Source: an optimization exercise on an open RTL-to-GDS flow (aim: small area, a short achievable clock period and few clock cycles per item). Production flows keep margins and buffers that such runs may drop. Only the layout flow was run in this run; the RTL was not checked for function there. Power figures rest on the tool's default switching activity, not on a simulated workload.

===== flow/design.v =====
module MyDesign
(
	input  wire        go,
	output reg         busy,
	input  wire        reset,
	input  wire        clk,
	output reg  [15:0] write_data,
	output wire [11:0] write_address,
	output reg         write_enable,
	output wire [11:0] read_input_address,
	input  wire [15:0] read_input_data,
	output wire [11:0] read_weight_address,
	input  wire [15:0] read_weight_data
);
	localparam S_IDLE = 2'd0, S_RUN = 2'd1, S_FLUSH = 2'd2, S_TAIL = 2'd3;
	reg [1:0]  st;
	reg        bub;         
	reg        ln;          
	reg        hh;          
	reg        ldn;         
	reg [4:0]  pd;          
	reg [3:0]  gd;          
	reg        f0;          
	reg        wfl;         
	reg        lnl, hl;     
	reg [4:0]  K;           
	reg [4:0]  Kn;          
	reg        endn;        
	reg [9:0]  XB;          
	reg [9:0]  XBN;         
	reg [9:0]  IA;
	reg [11:0] WA;
	reg [6:0]  dW;          
	reg [5:0]  ckh;         
	reg [5:0]  c3k;         
	reg [6:0]  cL;          
	assign read_input_address  = {2'b00, IA};
	assign read_weight_address = WA;
	wire       sg    = K[0];                  
	wire [3:0] h     = K[4:1];                
	wire [3:0] hn    = Kn[4:1];
	wire       LT    = K[0] & (K[4:1] != 4'd0);     
	wire       LTn   = Kn[0] & (Kn[4:1] != 4'd0);
	reg        lastp;       
	reg        lastg;       
	wire       dummy = sg & ~ln & (pd[4:1] == 4'd0);
	wire [1:0] q     = {~pd[1] ^ (ln & ~hh), ~pd[0]};    
	wire       run     = (st == S_RUN);
	wire       lay_end = run & ~bub & ~ln & lastp & lastg;
	wire       lan_end = run & ~bub & ln & lastp & hh & lastg;
	wire       to_lane = lay_end & ~endn & LTn;
	wire       bub_n   = (lay_end & ~endn & ~LTn) | lan_end;
	wire       ln_n    = bub ? (LT & ~ldn) : (to_lane | (ln & ~lan_end));
	wire       hh_n    = ~bub & ~to_lane & ln & (hh ^ lastp);
	wire       rel     = bub | lastp;
	wire [4:0] Ke      = lay_end ? Kn : K;
	wire [4:0] KP      = Ke + {4'd0, Ke[0] & ~ln_n};
	wire [4:0] Pm1     = {KP[3:0] - 4'd1, 1'b1};
	wire [4:0] pd_n    = rel ? Pm1 : pd - 5'd1;
	reg  [3:0] gd_n;
	always @(*) begin
		if (bub)                     gd_n = (LT & ~ldn) ? K[4:1] - 4'd1 : (LT ? 4'd0 : K[3:0] - 4'd1);
		else if (to_lane)            gd_n = Kn[4:1] - 4'd1;
		else if (lastp & (~ln | hh)) gd_n = gd - 4'd1;
		else                         gd_n = gd;
	end
	wire       l0_n  = ~rel & (pd == 5'd1);
	wire       l1_n  = ~rel & (pd == 5'd2);
	wire       lg_n  = (gd_n == 4'd0);
	wire [1:0] qq_n  = {~pd_n[1] ^ (ln_n & ~hh_n), ~pd_n[0]} + 2'd1;
	reg [6:0] dW_n;
	always @(*) begin
		if (bub_n)
			dW_n = lan_end ? -{3'd0, h} : -{3'd0, hn};
		else if (~ln_n & l0_n & lg_n)
			dW_n = cL;
		else if (ln_n) begin
			if (l0_n & hh_n & lg_n) dW_n = {3'd0, h} + 7'd1;
			else if (qq_n != 2'd0)  dW_n = {2'd0, Ke};
			else if (l0_n & hh_n)   dW_n = 7'd1;
			else                    dW_n = 7'd1 - {1'b0, c3k};
		end else if (sg) begin
			case (qq_n)
				2'd1:    dW_n = bub ? {2'd0, K} + {3'd0, h} : {1'b0, ckh};
				2'd3:    dW_n = l1_n ? {2'd0, K} : -{3'd0, h};
				default: dW_n = -{3'd0, h};
			endcase
		end else begin
			if (qq_n != 2'd0) dW_n = {3'd0, h};
			else if (l0_n)    dW_n = 7'd1;
			else              dW_n = 7'd1 - {1'b0, ckh};
		end
	end
	reg  t_f, t_z;
	always @(*) begin
		t_f = 1'b0; t_z = 1'b1;
		if (run && !bub) begin
			t_f = f0;
			t_z = dummy;
		end else if (st == S_FLUSH)
			t_f = 1'b1;
	end
	always @(posedge clk or negedge reset) begin
		if (!reset) begin
			st <= S_IDLE; busy <= 1'b0; bub <= 1'b0;
		end else begin
			case (st)
				S_IDLE: if (go) begin
					busy <= 1'b1;
					st   <= S_RUN;
					bub  <= 1'b1;
				end
				S_RUN: begin
					bub <= bub_n;
					if (lay_end & endn) st <= S_FLUSH;
				end
				S_FLUSH: st <= S_TAIL;
				default: if (pd == 5'd5) begin
					st   <= S_IDLE;
					busy <= 1'b0;
				end
			endcase
		end
	end
	wire [3:0] hp = read_input_data[6:3];
	always @(posedge clk) begin
		ckh <= K + {1'b0, h};
		c3k <= K + {K, 1'b0};
		cL  <= (sg ? 7'd1 - {3'd0, h} : 7'd2) + (LTn ? 7'd0 : {3'd0, hn});
	end
	always @(posedge clk) begin
		WA    <= WA + {{5{dW[6]}}, dW};
		dW    <= dW_n;
		pd    <= pd_n;
		gd    <= gd_n;
		lastp <= l0_n;
		lastg <= lg_n;
		f0    <= rel;
		ln    <= ln_n;
		hh    <= hh_n;
		IA    <= 10'd0;
		case (st)
			S_IDLE: begin
				K   <= read_input_data[6:2];
				XB  <= 10'd1;
				XBN <= {4'b0, read_input_data[6:2] + 5'd1, 1'b0};
				IA  <= go ? {4'b0, read_input_data[6:2], 1'b1} : 10'd0;
				WA  <= 12'd1 + {8'b0, hp};
				dW  <= -{3'd0, hp};
				wfl <= 1'b0;
				ldn <= 1'b0;
				lastp <= 1'b0;
				ln  <= 1'b0;
			end
			S_RUN: begin
				if (lastp) wfl <= 1'b1;
				if (~bub) begin
					lnl <= ln;
					hl  <= hh;
				end
				if (bub)
					IA <= XB;
				else if (lay_end) begin
					K   <= Kn;
					XB  <= XBN;
					XBN <= XBN + {4'b0, Kn, 1'b1};
					IA  <= LTn ? XBN : XBN + {4'b0, Kn, 1'b0};
					ldn <= 1'b0;
				end else if (lan_end) begin
					IA  <= IA + 10'd1;
					ldn <= 1'b1;
				end else if (lastp)
					IA <= XB;
				else
					IA <= IA + 10'd1;
			end
			S_FLUSH: pd <= 5'd0;
			default: pd <= pd + 5'd1;
		endcase
	end
	reg        fA, wA, zA, capA, mA, LA, HA;
	reg [1:0]  pA;
	always @(posedge clk or negedge reset) begin
		if (!reset) begin
			fA <= 1'b0; wA <= 1'b0;
		end else begin
			fA <= t_f;
			wA <= t_f & (wfl | (st == S_FLUSH));    
		end
	end
	always @(posedge clk) begin
		zA <= t_z; capA <= bub; mA <= sg & ~ln; pA <= q;
		LA <= lnl; HA <= hl;                      
		if (capA) begin
			Kn   <= read_input_data[6:2];
			endn <= &read_input_data[7:0];
		end
	end
	reg [15:0] X0, X1, X2, X3;
	reg [3:0]  xf, xw;
	reg [2:0]  xm;
	reg [3:0]  xL;
	reg        xH;
	reg [1:0]  xp0, xp1, xp2;
	always @(posedge clk or negedge reset) begin
		if (!reset) begin
			xf <= 4'b0; xw <= 4'b0;
		end else begin
			xf <= {xf[2:0], fA};
			xw <= {xw[2:0], wA};
		end
	end
	always @(posedge clk) begin
		X0 <= zA ? 16'd0 : read_input_data;
		X1 <= X0; X2 <= X1; X3 <= X2;
		xm <= {xm[1:0], mA};
		xL <= {xL[2:0], LA};
		xH <= HA;
		xp0 <= pA; xp1 <= xp0; xp2 <= xp1;
	end
	reg [15:0]  S1;
	reg [15:4]  S2;
	reg [15:8]  S3;
	always @(posedge clk) begin
		S1 <= read_weight_data;
		S2 <= S1[15:4];
		S3 <= S2[15:8];
	end
	wire [3:0] c0 = read_weight_data[3:0];
	wire [3:0] c1 = S1[7:4];
	wire [3:0] c2 = S2[11:8];
	wire [3:0] c3 = S3[15:12];
	wire [15:0] acc0, acc1, acc2, acc3;
	wire [15:0] cy0, cy1, cy2, cy3;
	nn_row #(.ODD(0)) r0 (.clk(clk), .x(X0), .f(xf[0]), .m(mA), .pi(pA),
		.c0(c0), .c1(c1), .c2(c2), .c3(c3), .acc(acc0), .cy(cy0));
	nn_row #(.ODD(1)) r1 (.clk(clk), .x(X1), .f(xf[1]), .m(xm[0]), .pi(xp0),
		.c0(c0), .c1(c1), .c2(c2), .c3(c3), .acc(acc1), .cy(cy1));
	nn_row #(.ODD(0)) r2 (.clk(clk), .x(X2), .f(xf[2]), .m(xm[1]), .pi(xp1),
		.c0(c0), .c1(c1), .c2(c2), .c3(c3), .acc(acc2), .cy(cy2));
	nn_row #(.ODD(1)) r3 (.clk(clk), .x(X3), .f(xf[3]), .m(xm[2]), .pi(xp2),
		.c0(c0), .c1(c1), .c2(c2), .c3(c3), .acc(acc3), .cy(cy3));
	reg [11:0] OC;
	assign write_address = OC;
	wire [3:0]  we = xw;
	wire [15:0] wacc = ({16{we[0]}} & acc0) | ({16{we[1]}} & acc1)
	                 | ({16{we[2]}} & acc2) | ({16{we[3]}} & acc3);
	wire [15:0] wcy  = ({16{we[0]}} & cy0) | ({16{we[1]}} & cy1)
	                 | ({16{we[2]}} & cy2) | ({16{we[3]}} & cy3);
	always @(posedge clk or negedge reset) begin
		if (!reset) write_enable <= 1'b0;
		else        write_enable <= |we;
	end
	always @(posedge clk) begin
		write_data <= wacc + wcy;
		if (st == S_IDLE)  OC <= 12'hfff;
		else if (|we)      OC <= OC + ((we[0] & xL[0] & xH) ? 12'hffb :
		                               (|(we[3:1] & xL[3:1])) ? 12'd2 : 12'd1);
	end
endmodule
module nn_row #(parameter ODD = 0)
(
	input  wire        clk,
	input  wire [15:0] x,
	input  wire        f,
	input  wire        m,
	input  wire [1:0]  pi,
	input  wire [3:0]  c0, c1, c2, c3,
	output reg  [15:0] acc,
	output wire [15:0] cy
);
	wire [1:0] j = {pi[1] ^ (m & (ODD != 0)), pi[0]};
	reg  [3:0] wsel;
	always @(*) begin
		case (j)
			2'd0: wsel = c0;
			2'd1: wsel = c1;
			2'd2: wsel = c2;
			default: wsel = c3;
		endcase
	end
	reg  [2:0] dl, dh;
	always @(posedge clk) begin
		dl <= {wsel[1], wsel[1] & ~wsel[0], wsel[0]};
		dh <= {wsel[3], wsel[3] & ~wsel[2], wsel[2]};
	end
	reg [7:1] k;                
	assign cy = {1'b0, k[7], 1'b0, k[6], 1'b0, k[5], 1'b0, k[4],
	             1'b0, k[3], 1'b0, k[2], 1'b0, k[1], 2'b00};
	wire [9:0] xl = {{2{x[7]}}, x[7:0]};
	wire [9:0] xh = {{2{x[15]}}, x[15:8]};
	wire [9:0] tl = ({10{dl[0]}} & xl) | ({10{dl[1]}} & {xl[8:0], 1'b0});
	wire [9:0] th = ({10{dh[0]}} & xh) | ({10{dh[1]}} & {xh[8:0], 1'b0});
	wire [9:0] vl = tl ^ {10{dl[2]}};
	wire [9:0] vh = th ^ {10{dh[2]}};
	wire [9:0] ul = {~vl[9], vl[8:0]};
	wire [9:0] uh = {~vh[9], vh[8:0]};
	wire [15:0] a  = f ? 16'd0 : acc;
	wire [7:1]  kk = f ? 7'd0 : k;
	wire [15:0] s, cc;
	assign s[9:0]  = a[9:0] ^ ul ^ uh;
	assign cc[0]   = dl[2];
	assign cc[10:1] = (a[9:0] & ul) | (a[9:0] & uh) | (ul & uh);
	assign s[10]   = ~(a[10] ^ cc[10]);
	assign s[15:11] = ~a[15:11];
	wire   cc11    = a[10] | cc[10];
	wire [15:0] cc2 = {a[14:11], cc11, 1'b0, cc[9:0]};
	wire [8:0]  ci = {1'b0, kk, dh[2]};
	wire [15:0] sum;
	wire [7:0]  co;
	genvar i;
	generate for (i = 0; i < 8; i = i + 1) begin : seg
		wire [2:0] t = {1'b0, s[2*i+1:2*i]} + {1'b0, cc2[2*i+1:2*i]} + {2'b0, ci[i]};
		assign sum[2*i+1:2*i] = t[1:0];
		assign co[i] = t[2];
	end endgenerate
	always @(posedge clk) begin
		acc <= sum;
		k   <= co[6:0];
	end
endmodule

===== flow/run.sh =====
#!/bin/bash
# synth_recipe.tcl (not shown) runs the flow's synth.tcl, then flattens the netlist and writes it again
# the make line also repeats each setting of config.mk as NAME=value (left out here)
make -C /OpenROAD-flow-scripts/flow DESIGN_CONFIG=/design/flow/config.mk WORK_HOME=/design/flow/orfs CLKGATE_MAP_FILE= SYNTH_SCRIPT=/design/flow/synth_recipe.tcl finish

===== flow/config.mk =====
export PLATFORM = sky130hd
export DESIGN_NAME = MyDesign
export DESIGN_NICKNAME = MyDesign
export VERILOG_FILES = /design/flow/design.v
export SDC_FILE = /design/flow/constraint.sdc
export NUM_CORES = 4
export LEC_CHECK = 0
export CAP_MARGIN = 20
export CORE_MARGIN = 2
export CORE_UTILIZATION = 65
export CTS_BUF_LIST = sky130_fd_sc_hd__clkbuf_8
export SETUP_SLACK_MARGIN = 4.0
export SLEW_MARGIN = 20

===== flow/constraint.sdc =====
create_clock -name core_clock -period 6.5 [get_ports {clk}]
set_input_delay 1.3000 -clock core_clock [delete_from_list [all_inputs] [get_ports {clk}]]
set_output_delay 1.3000 -clock core_clock [all_outputs]
set_load 0.01 [all_outputs]

==> qor.csv <==
stage,metric,value,unit
route,Detailed Route Iter0 Violations,1521,
power,Tot Pwr,12.7,mW
timing,final setup fails,0,
synthesis,main area contributors after synthesis,"dfxtp_1 (34%), fa_1 (11%), edfxtp_1 (5.7%)",
route,max layer used,met4,
clocking,CTS sink cnt,360,
place,dpl cell area,19500,um^2
synthesis,Synth Warn #,3,
route,Post-DRT Antenna Nets,0,
clocking,CTS max path bufs,3,
timing,Slew @ Worst Pin,1.05,ns
timing,RSZ-0062 raised after global routing,true,
synthesis,Cell variety after synth,79,
place,routability cong.,0.907,
route,number of remaining DRC errors,0,
route,TritonRoute pass-1 iters,6,
clocking,CTS tree,built,
global_route,antenna violations before repair,0,
job,max_cap viols,0,
timing,Setup TNS Final,0,ns
clocking,CTS Hold Bufs,0,
global_route,first-pass GRT wire length,74600,um
power,Leak,9.47,nW
floorplanning,I/O Pins,89,
cells_and_area,"commonest non-fill, non-tap cell in the layout",dfxtp_1,
worst_setup_path,crit start category,flip-flop,
cells_and_area,share of cells above drive strength 1,22.0,%
timing,Slew Limit Fails,0,
power,PwrDens,565,nW/um^2
synthesis,Synth Flop Type,dfxtp_1,
synthesis,Syn Inst Count,1785,
worst_setup_path,CP Max Fanout,39,
timing,crit path time final,3.14,ns
hold_path,Hold Path Class,flip-flop to flip-flop,
worst_setup_path,"Cell Chain, Critical Path",clkbuf_8 > and4b_2 > and4_4 > or3b_1 > a22o_1 > nor4_4 > buf_6 > nand2_8 > mux2_4 > a2111oi_4 > o31ai_1,
place,DPL Wire Length,32300,um
floorplanning,Die W,172,um
worst_setup_path,crit-path leading delay family,simple AND/OR/NAND/NOR gates,
timing,period utilization,48.3,%
cells_and_area,final instance area,22400,um^2
worst_setup_path,"Max stage delay cell, worst path",or3b_1,
floorplanning,die area,29500,um^2
synthesis,dominant cell type by area after synthesis,dfxtp_1,
worst_setup_path,Worst path max stage delay,0.37,ns
cells_and_area,final net count,2168,
route,met3 WL,3420,um
route,Vias/cell,6.00,
synthesis,average cell area after synthesis,10.3,um^2
global_route,Overflow after GRT,0,
synthesis,asr flop ratio synth,4.17,%
timing,max_slew headroom,29.8,%
place,# port buffers,86,
synthesis,share of the synthesized area in the top cell type,33.9,%
route,drt total wl,49700,um
route,vias after detailed routing,14284,
timing,max frequency,0.318,GHz
floorplanning,row cnt,61,
synthesis,synthesized flop and latch total,360,
worst_setup_path,arrival time worst endpoint,3.63,ns
synthesis,Post-synth EDFFs,35,
floorplanning,die height,172,um
cells_and_area,final core utilization,80.6,%
route,met2 routed WL,25300,um
global_route,vias in the first global route,14413,
clocking,Clock H-tree levels,2,
synthesis,sequential area share after synthesis,41.7,%
clocking,Clock Latency Late Sink,0.61,ns
cells_and_area,ANT cells,0,
power,Peak VDD IR,0.000356,V
worst_setup_path,Critical path buffers and inverters,2,
worst_setup_path,Critical Path Sink Type,flip-flop,
clocking,total CTS buffers,60,
clocking,CTS root buf,clkbuf_8,
status,status,"complete, no violations",
synthesis,cell area after synthesis,18300,um^2
timing,Final Hold Viols,0,
cells_and_area,"commonest cells after routing, fill and taps aside","dfxtp_1 (256), inv_1 (166), nor2_1 (99)",
timing,Worst Skew,0.0310,ns
worst_setup_path,critical path class,flip-flop to flip-flop,
global_route,largest net degree at the start of global routing,40,
floorplanning,initial core utilization,65.9,%
worst_setup_path,Critical Path RT,6.99,ns
global_route,GRT Resource Usage Total,32.3,%
floorplanning,core area,27800,um^2
clocking,Worst-path clk slew,0.06,ns
cells_and_area,Syn-to-layout area delta,22.4,%
route,WL met1,18700,um
route,WL per Instance,20.9,um
==> final timing paths <==
path                            startpoint     to  slack, ns  cells after the start
worst max register to register         bub  dW[1]       3.36                     11
worst max-delay path                   bub  dW[1]       3.36                     11
worst min-delay path                 xm[1]  xm[2]       0.32                      0
worst min register to register       xm[1]  xm[2]       0.32                      0
min in group asynchronous            reset  st[1]       1.27                      1
max in group asynchronous            reset  xw[0]       4.46                      1
==> area by class of cell <==
class                   instances  area (um^2)
inverters                     155          589
multi-input cells            1180        10400
fillers                      1734         5390
flip-flops and latches        360         7730
well taps                     378          473
clock inverters                26          143
repair buffers                200         1890
clock buffers                  82         1130
==> where the power goes <==
group | leakage, nW | internal [mW] | switching [mW]
Sequential | 3.08 | 3.14 | 0.847
Clock | 0.730 | 1.16 | 0.918
Combinational | 5.66 | 3.17 | 3.43
Total | 9.47 | 7.47 | 5.19
==> what timing repair did <==
action,in CTS,in global routing
setup endpoints to repair,136,98
pin swaps,32,42
endpoints found under the hold margin,0,0
cloned,5,1
gates resized for setup,267,111
buffers inserted,62,38
==> sequential cells by signal, summed over array words and instances (netlist names), 12 cells and up <==
register,count
OC,12
S1,12
WA,12
X0,16
X1,16
X2,16
X3,16
r0.acc,16
r1.acc,16
r2.acc,16
r3.acc,16
write_data,16
==> through the flow <==
stage	hold slack (ns)	cells	setup WS (ns)
finish	0.321	2381	3.36
global route	0.335	2381	3.27
CTS	0.325	2342	3.25
detailed placement	0.312	2167	2.74
global placement	0.311	2167	2.81
floorplan	0.310	1786	3.13
==> layer usage <==
| layer | global-route usage (%) | vias to the layer above |
|---|---|---|
| li1 | - | 6413 |
| met1 | 38.3 | 6994 |
| met2 | 57.6 | 652 |
| met3 | 5.61 | 225 |
| met4 | 14.1 | 0 |
| met5 | 0 | - |
==> cell usage after synthesis (11+ instances only) <==
library cell / number
mux4_2: 16
nor2_1: 104
o21ai_0: 54
a31oi_1: 12
nand2b_1: 58
a21o_1: 19
and3_1: 11
mux2i_1: 15
clkbuf_1: 82
nand3_1: 29
nor2b_1: 75
and2_1: 16
edfxtp_1: 35
nor3_1: 21
fa_1: 102
dfxtp_1: 310
nand2_1: 97
inv_1: 154
a21oi_1: 69
xor2_1: 71
dfrtp_1: 15
ha_1: 74
a22oi_1: 102
xnor2_1: 95
o211ai_1: 13
==> cell families after synthesis <==
family	count (synthesis)	synth area share (%)
muxes	40	3.36
and+or+nand+nor	442	12.3
AOI/OAI and AO/OA	352	13.2
other	1	0.0205
buffers and inverters	248	5.18
xor gates and xnor gates	166	7.95
DFF	360	41.7
adders and majority gates	176	16.2

==> static timing again, ports no longer ideal <==
No port has a modelled driver above. Below, the same layout with a new extraction and two added sets of constraints.
Step 1 assumes that a clkbuf_16 drives the clock port and a buf_2 every other input.
Step 2 adds t to the input delays and takes it off the output delays; t is the mean of the earliest and latest rising clock arrival at the registers after step 1. Input paths then give back, and output paths get back, about the clock's delay inside the block.
Slacks: ideal ports / drivers / drivers and shift; pairs: ideal ports / drivers.
shift t [ns]: 0.643
setup slack, ns: 3.360 / 3.360 / 3.360
cell pins on the clock port's net: 1
After both steps setup and hold are still met in this run. The setup slack of this run moves by 0.000 ns with the drivers and by 0.000 ns with both steps.
